Context: an optimization exercise on an open-source flow, tuned for small area, a short achievable clock period and few clock cycles. The choices shown serve that exercise and are no tape-out recipe. RTL that was checked went through simulation tests only; none was proved equivalent to the original.

==> inputs of v7 <==
## TheNeuroSpider
module TheNeuroSpider(Address, CacheSelect, clk, rst, InputData, StartOperation,
                      WE, OutputData, ReadyForNextOp);
Settings: LEC_CHECK=0, CAP_MARGIN=20, CORE_MARGIN=2, CORE_UTILIZATION=50, SETUP_SLACK_MARGIN=3.0, SLEW_MARGIN=20; clock period 10.0 ns.
run.sh (not shown) runs the stock make flow with config.mk's settings and CLKGATE_MAP_FILE= SYNTH_SCRIPT=/design/flow/synth_recipe.tcl, a recipe that flattens the netlist after the stock synthesis.
==> inputs of v11, as changes to v7 <==
--- a/flow/design.v
+++ b/flow/design.v
@@ -73,34 +73,43 @@
             default:         sh = 4'd10;
         endcase
     end
     wire [10:0] cshl = cm << sh;
     wire [15:0] cres = (cm == 11'd0) ? 16'd0 : {cs, ce - {1'b0, sh}, cshl[9:0]};
     wire [4:0]  dAB = ea - eb;
     wire [4:0]  dBA = eb - ea;
-    wire [10:0] sAl = mB >> dAB;
-    wire [10:0] sBl = mA >> dBA;
-    wire [10:0] mL  = swap ? mB : mA;
-    wire [10:0] sS  = swap ? sBl : sAl;
-    wire        sL  = swap ? sB : sA;
-    wire [4:0]  eL  = swap ? eb : ea;
+    wire [15:0] fA, fB;
+    ns_far farA(.sL(sA), .eL(ea), .mL(mA), .mS(mB), .d(dAB), .sub(eff_sub), .r(fA));
+    ns_far farB(.sL(sB), .eL(eb), .mL(mB), .mS(mA), .d(dBA), .sub(eff_sub), .r(fB));
+    wire [15:0] fres = swap ? fB : fA;
+    assign s = close ? cres : fres;
+endmodule
+module ns_far(sL, eL, mL, mS, d, sub, r);
+    input         sL;
+    input  [4:0]  eL;
+    input  [10:0] mL;
+    input  [10:0] mS;
+    input  [4:0]  d;
+    input         sub;
+    output reg [15:0] r;
+    wire [10:0] sS   = mS >> d;
     wire [11:0] fsum = {1'b0, mL} + {1'b0, sS};
     wire [10:0] fdif = mL - sS;
-    reg  [15:0] fres;
-    always @* begin
-        if (eff_sub) begin
-            if (fdif[10]) fres = {sL, eL, fdif[9:0]};
-            else          fres = {sL, eL - 5'd1, fdif[8:0], 1'b0};
+    wire [4:0]  eP   = eL + 5'd1;
+    wire [4:0]  eM   = eL - 5'd1;
+    always @* begin
+        if (sub) begin
+            if (fdif[10]) r = {sL, eL, fdif[9:0]};
+            else          r = {sL, eM, fdif[8:0], 1'b0};
         end else begin
-            if (fsum[11])      fres = {sL, eL + 5'd1, fsum[10:1]};
-            else if (fsum[10]) fres = {sL, eL, fsum[9:0]};
-            else               fres = 16'd0;
-        end
-    end
-    assign s = close ? cres : fres;
+            if (fsum[11])      r = {sL, eP, fsum[10:1]};
+            else if (fsum[10]) r = {sL, eL, fsum[9:0]};
+            else               r = 16'd0;
+        end
+    end
 endmodule
 `timescale 1ns / 1ps
 module ns_act(sel, v, r);
     input  [1:0]  sel;
     input  [15:0] v;
     output reg [15:0] r;
     always @* begin
@@ -146,43 +155,45 @@
     wire wr_woff = uwe & (Address == 16'h8002);
     wire wr_n    = uwe & (Address == 16'h8003);
     wire wr_dest = uwe & (Address == 16'h8004);
     wire wr_act  = uwe & (Address == 16'h8005);
     wire [15:0] resv;
     wire [15:0] L_rd, I_rd, W_rd, L_fd, I_fd, W_fd;
     wire [31:0] dec  = 32'd1 << Address[4:0];
+    wire [31:0] selL = (CacheSelect == 2'b00) ? dec : 32'd0;
+    wire [31:0] selI = (CacheSelect == 2'b01) ? dec : 32'd0;
+    wire [31:0] selW = CacheSelect[1] ? dec : 32'd0;
     wire [15:0] la = I_fd + r_off;
     wire        resWE = fin & (r_dest[15:5] == 11'd0);
     wire        hit   = go & (ph == 19'd2);
     wire        phWE  = hit & ph_dv;
     wire [15:0] ph_val = (r_act == 2'd1) ? 16'h3c00 : 16'h0000;
     wire        weL = (uwe & aLow & (CacheSelect == 2'b00)) | resWE | phWE;
     wire        weI = uwe & aLow & (CacheSelect == 2'b01);
     wire        weW = uwe & aLow & CacheSelect[1];
     ns_mem memL(.clk(clk), .we(weL),
                 .wa(busy ? r_dest[4:0] : hit ? ph_dest[4:0] : Address[4:0]),
-                .wd(busy ? resv : hit ? ph_val : InputData), .rsel(dec), .rd(L_rd), .fa(la), .fd(L_fd));
+                .wd(busy ? resv : hit ? ph_val : InputData), .rsel(selL), .rd(L_rd), .fa(la), .fd(L_fd));
     ns_mem memI(.clk(clk), .we(weI), .wa(Address[4:0]), .wd(InputData),
-                .rsel(dec), .rd(I_rd), .fa(ia), .fd(I_fd));
+                .rsel(selI), .rd(I_rd), .fa(ia), .fd(I_fd));
     ns_mem memW(.clk(clk), .we(weW), .wa(Address[4:0]), .wd(InputData),
-                .rsel(dec), .rd(W_rd), .fa(wa), .fd(W_fd));
+                .rsel(selW), .rd(W_rd), .fa(wa), .fd(W_fd));
     reg [15:0] rreg;
     always @* begin
         case (Address)
             16'h8000: rreg = r_off;
             16'h8001: rreg = r_ioff;
             16'h8002: rreg = r_woff;
             16'h8003: rreg = r_n;
             16'h8004: rreg = r_dest;
             16'h8005: rreg = {14'd0, r_act};
             default:  rreg = 16'd0;
         endcase
     end
-    wire [15:0] mrd = CacheSelect[1] ? W_rd : CacheSelect[0] ? I_rd : L_rd;
-    assign OutputData = rreg | (aLow ? mrd : 16'd0);
+    assign OutputData = rreg | (aLow ? (L_rd | I_rd | W_rd) : 16'd0);
     assign ReadyForNextOp = ~busy;
     wire [15:0] ioff_nx = wr_ioff ? InputData : r_ioff;
     wire [15:0] woff_nx = wr_woff ? InputData : r_woff;
     always @(posedge clk) begin
         if (rst) begin
             busy <= 1'b0;
             r_off <= 16'd0; r_ioff <= 16'd0; r_woff <= 16'd0;
- CORE_UTILIZATION: 50 -> 40
==> inputs of v38, as changes to v7 <==
--- a/flow/design.v
+++ b/flow/design.v
@@ -1,27 +1,31 @@
 `timescale 1ns / 1ps
-module ns_mem(clk, we, wa, wd, rsel, rd, fa, fd);
+module ns_mem(clk, we, wa, wd, rsel, rd, fsel, fd);
     input         clk;
     input         we;
     input  [4:0]  wa;
     input  [15:0] wd;
     input  [31:0] rsel;
     output reg [15:0] rd;
-    input  [15:0] fa;
-    output [15:0] fd;
+    input  [31:0] fsel;
+    output reg [15:0] fd;
     reg [15:0] mem [0:31];
     always @(posedge clk)
         if (we) mem[wa] <= wd;
     integer k;
     always @* begin
         rd = 16'd0;
         for (k = 0; k < 32; k = k + 1)
             rd = rd | ({16{rsel[k]}} & mem[k]);
     end
-    assign fd = (fa[15:5] == 11'd0) ? mem[fa[4:0]] : 16'd0;
+    always @* begin
+        fd = 16'd0;
+        for (k = 0; k < 32; k = k + 1)
+            fd = fd | ({16{fsel[k]}} & mem[k]);
+    end
 endmodule
 `timescale 1ns / 1ps
 module ns_fmul(a, b, p);
     input  [15:0] a;
     input  [15:0] b;
     output [15:0] p;
     wire [21:0] m = {1'b1, a[9:0]} * {1'b1, b[9:0]};
@@ -73,34 +77,43 @@
             default:         sh = 4'd10;
         endcase
     end
     wire [10:0] cshl = cm << sh;
     wire [15:0] cres = (cm == 11'd0) ? 16'd0 : {cs, ce - {1'b0, sh}, cshl[9:0]};
     wire [4:0]  dAB = ea - eb;
     wire [4:0]  dBA = eb - ea;
-    wire [10:0] sAl = mB >> dAB;
-    wire [10:0] sBl = mA >> dBA;
-    wire [10:0] mL  = swap ? mB : mA;
-    wire [10:0] sS  = swap ? sBl : sAl;
-    wire        sL  = swap ? sB : sA;
-    wire [4:0]  eL  = swap ? eb : ea;
+    wire [15:0] fA, fB;
+    ns_far farA(.sL(sA), .eL(ea), .mL(mA), .mS(mB), .d(dAB), .sub(eff_sub), .r(fA));
+    ns_far farB(.sL(sB), .eL(eb), .mL(mB), .mS(mA), .d(dBA), .sub(eff_sub), .r(fB));
+    wire [15:0] fres = swap ? fB : fA;
+    assign s = close ? cres : fres;
+endmodule
+module ns_far(sL, eL, mL, mS, d, sub, r);
+    input         sL;
+    input  [4:0]  eL;
+    input  [10:0] mL;
+    input  [10:0] mS;
+    input  [4:0]  d;
+    input         sub;
+    output reg [15:0] r;
+    wire [10:0] sS   = mS >> d;
     wire [11:0] fsum = {1'b0, mL} + {1'b0, sS};
     wire [10:0] fdif = mL - sS;
-    reg  [15:0] fres;
-    always @* begin
-        if (eff_sub) begin
-            if (fdif[10]) fres = {sL, eL, fdif[9:0]};
-            else          fres = {sL, eL - 5'd1, fdif[8:0], 1'b0};
+    wire [4:0]  eP   = eL + 5'd1;
+    wire [4:0]  eM   = eL - 5'd1;
+    always @* begin
+        if (sub) begin
+            if (fdif[10]) r = {sL, eL, fdif[9:0]};
+            else          r = {sL, eM, fdif[8:0], 1'b0};
         end else begin
-            if (fsum[11])      fres = {sL, eL + 5'd1, fsum[10:1]};
-            else if (fsum[10]) fres = {sL, eL, fsum[9:0]};
-            else               fres = 16'd0;
-        end
-    end
-    assign s = close ? cres : fres;
+            if (fsum[11])      r = {sL, eP, fsum[10:1]};
+            else if (fsum[10]) r = {sL, eL, fsum[9:0]};
+            else               r = 16'd0;
+        end
+    end
 endmodule
 `timescale 1ns / 1ps
 module ns_act(sel, v, r);
     input  [1:0]  sel;
     input  [15:0] v;
     output reg [15:0] r;
     always @* begin
@@ -123,15 +136,16 @@
     input         StartOperation;
     input         WE;
     output [15:0] OutputData;
     output        ReadyForNextOp;
     reg        busy;
     reg [15:0] r_off, r_ioff, r_woff, r_n, r_dest;
     reg [1:0]  r_act;
-    reg [15:0] ia, wa;       
+    reg [10:0] ia_hi, wa_hi;
+    reg [31:0] ia_oh, wa_oh;
     reg [15:0] fc;           
     reg        v1, v2;       
     reg [15:0] xr, wr;       
     reg [15:0] pr;           
     reg [15:0] acc;
     reg [18:0] ph;
     reg        ph_dv;        
@@ -146,29 +160,34 @@
     wire wr_woff = uwe & (Address == 16'h8002);
     wire wr_n    = uwe & (Address == 16'h8003);
     wire wr_dest = uwe & (Address == 16'h8004);
     wire wr_act  = uwe & (Address == 16'h8005);
     wire [15:0] resv;
     wire [15:0] L_rd, I_rd, W_rd, L_fd, I_fd, W_fd;
     wire [31:0] dec  = 32'd1 << Address[4:0];
-    wire [15:0] la = I_fd + r_off;
+    wire [15:0] I_f = (ia_hi == 11'd0) ? I_fd : 16'd0;
+    wire [15:0] la  = I_f + r_off;
+    wire        lv  = la[15:5] == 11'd0;
+    wire [31:0] la_oh = 32'd1 << la[4:0];
+    wire [15:0] L_f = lv ? L_fd : 16'd0;
+    wire [15:0] W_f = (wa_hi == 11'd0) ? W_fd : 16'd0;
     wire        resWE = fin & (r_dest[15:5] == 11'd0);
     wire        hit   = go & (ph == 19'd2);
     wire        phWE  = hit & ph_dv;
     wire [15:0] ph_val = (r_act == 2'd1) ? 16'h3c00 : 16'h0000;
     wire        weL = (uwe & aLow & (CacheSelect == 2'b00)) | resWE | phWE;
     wire        weI = uwe & aLow & (CacheSelect == 2'b01);
     wire        weW = uwe & aLow & CacheSelect[1];
     ns_mem memL(.clk(clk), .we(weL),
                 .wa(busy ? r_dest[4:0] : hit ? ph_dest[4:0] : Address[4:0]),
-                .wd(busy ? resv : hit ? ph_val : InputData), .rsel(dec), .rd(L_rd), .fa(la), .fd(L_fd));
+                .wd(busy ? resv : hit ? ph_val : InputData), .rsel(dec), .rd(L_rd), .fsel(la_oh), .fd(L_fd));
     ns_mem memI(.clk(clk), .we(weI), .wa(Address[4:0]), .wd(InputData),
-                .rsel(dec), .rd(I_rd), .fa(ia), .fd(I_fd));
+                .rsel(dec), .rd(I_rd), .fsel(ia_oh), .fd(I_fd));
     ns_mem memW(.clk(clk), .we(weW), .wa(Address[4:0]), .wd(InputData),
-                .rsel(dec), .rd(W_rd), .fa(wa), .fd(W_fd));
+                .rsel(dec), .rd(W_rd), .fsel(wa_oh), .fd(W_fd));
     reg [15:0] rreg;
     always @* begin
         case (Address)
             16'h8000: rreg = r_off;
             16'h8001: rreg = r_ioff;
             16'h8002: rreg = r_woff;
             16'h8003: rreg = r_n;
@@ -204,23 +223,27 @@
     wire [15:0] prod, sum;
     ns_fmul mul(.a(xr), .b(wr), .p(prod));
     ns_fadd add(.a(pr), .b(acc), .s(sum));
     ns_act  act(.sel(r_act), .v(v2 ? sum : acc), .r(resv));
     always @(posedge clk) begin
         if (rst) begin
             v1 <= 1'b0; v2 <= 1'b0; fc <= 16'd0;
-            ia <= 16'd0; wa <= 16'd0;
+            ia_hi <= 11'd0; ia_oh <= 32'd1;
+            wa_hi <= 11'd0; wa_oh <= 32'd1;
         end else if (restart) begin
             v1 <= 1'b0; v2 <= 1'b0; fc <= 16'd0;
-            ia <= ioff_nx; wa <= woff_nx;
+            ia_hi <= ioff_nx[15:5]; ia_oh <= 32'd1 << ioff_nx[4:0];
+            wa_hi <= woff_nx[15:5]; wa_oh <= 32'd1 << woff_nx[4:0];
         end else begin
             if (fetch) begin
                 fc <= fc + 16'd1;
-                ia <= ia + 16'd1;
-                wa <= wa + 16'd1;
+                ia_oh <= {ia_oh[30:0], ia_oh[31]};
+                wa_oh <= {wa_oh[30:0], wa_oh[31]};
+                if (ia_oh[31]) ia_hi <= ia_hi + 11'd1;
+                if (wa_oh[31]) wa_hi <= wa_hi + 11'd1;
             end
             v1 <= fetch;
             v2 <= v1;
         end
     end
     always @(posedge clk) begin
         if (rst) begin
@@ -230,15 +253,15 @@
         end else if (go)
             ph <= 19'd0;
         else if (ph != 19'd0)
             ph <= ph - 19'd1;
     end
     always @(posedge clk) begin
         if (fetch) begin
-            xr <= L_fd;
-            wr <= W_fd;
+            xr <= L_f;
+            wr <= W_f;
         end
         pr <= prod;
         if (rst | restart) acc <= 16'd0;
         else if (v2) acc <= sum;
     end
 endmodule
- CORE_UTILIZATION: 50 -> 45
- CTS_BUF_LIST: not set -> sky130_fd_sc_hd__clkbuf_8
==> impl_metrics.toml <==
[final_layout]
bufAreaShareNonClock_pct = 4.881
final_cell_mix = "edfxtp_1 (1593), mux4_2 (488), nand2_1 (389), buf_4 (381), a22oi_1 (300)"
multi_input_gates = 3923
inverters_excl_clock = 233
multi_input_area_share_pct = 35.93

[logic_synthesis]
synth_xor_area_share_pct = 1.625

[status]
status = "complete, no violations"

[placement]
place_hpwl_um = 226000
pre_cts_slack_ns = 0.6605

[grt]
grtUsageMet1_pct = 50.39

[pwr]
p_int_w = 0.01290
seq-power_w = 0.00818

[clock_tree]
post-cts-setup-buffer-count = 146
# the run above: v7

==> impl_metrics.toml <==
[timing]
period_share_pct = 71.24

[logic_synthesis]
yosysTopAreaCell = "edfxtp_1"
synth_xor_area_share_pct = 1.853

[worst_setup_path]
critical_path_required_ns = 8.00

[status]
status = "complete, no violations"

[final_layout]
multi_input_area_share_pct = 35.12
multi_input_gates = 4819
inverters_excl_clock = 258

[grt]
grtUsageMet1_pct = 51.20

[routing]
avgViaCountPerCell = 7.431

[placement]
place_hpwl_um = 268300

[pwr]
seq-power_w = 0.00836
# the run above: v38

==> impl_metrics.toml <==
[final_layout]
multi_input_gates = 4092
bufAreaShareNonClock_pct = 6.779
inverters_excl_clock = 283

[grt]
grtUsageMet1_pct = 59.24

[pwr]
p_int_w = 0.01309
seq-power_w = 0.00819

[status]
status = "complete, no violations"

[placement]
pre_cts_slack_ns = 0.6158
# the run above: v11

Testbench counts of v11, summed over its fixed seeds: cycles 5,789.
Testbench counts of v38, summed over its fixed seeds: cycles 5,789.
For v7, only the layout was checked, not whether the RTL still works.

-- afterwards: timing with drivers on the ports --
No port has a modelled driver above. Below, the same layouts with a new extraction and two added sets of constraints. Step 1 sets driving cells, clkbuf_16 on the clock port and buf_2 on the other inputs (assumed; they add their load-dependent delay and slew). Step 2 moves the port delays by t, midway between the first and last clock arrival at a register: inputs arrive t later, outputs are due t later. That takes back most of the time a late clock gives input paths. Slacks: no drivers / after step 1 / after step 2; pairs: no drivers / after step 1.
run | t, ns | setup slack, ns | hold WS [ns] | worst data-port slew with drivers (ns)
v7 | 0.921 | 2.929 / 2.633 / 2.633 | 0.453 / 0.453 / 0.453 | 0.36
v11 | 0.980 | 2.735 / 2.622 / 2.358 | 0.482 / 0.482 / 0.482 | 0.30
v38 | 1.152 | 2.876 / 2.721 / 2.721 | 0.482 / 0.482 / 0.482 | 0.20
After both steps every run listed still meets setup and hold. For v11, which loses most, drivers alone change the setup slack by -0.113 ns; drivers and shift together by -0.377 ns.
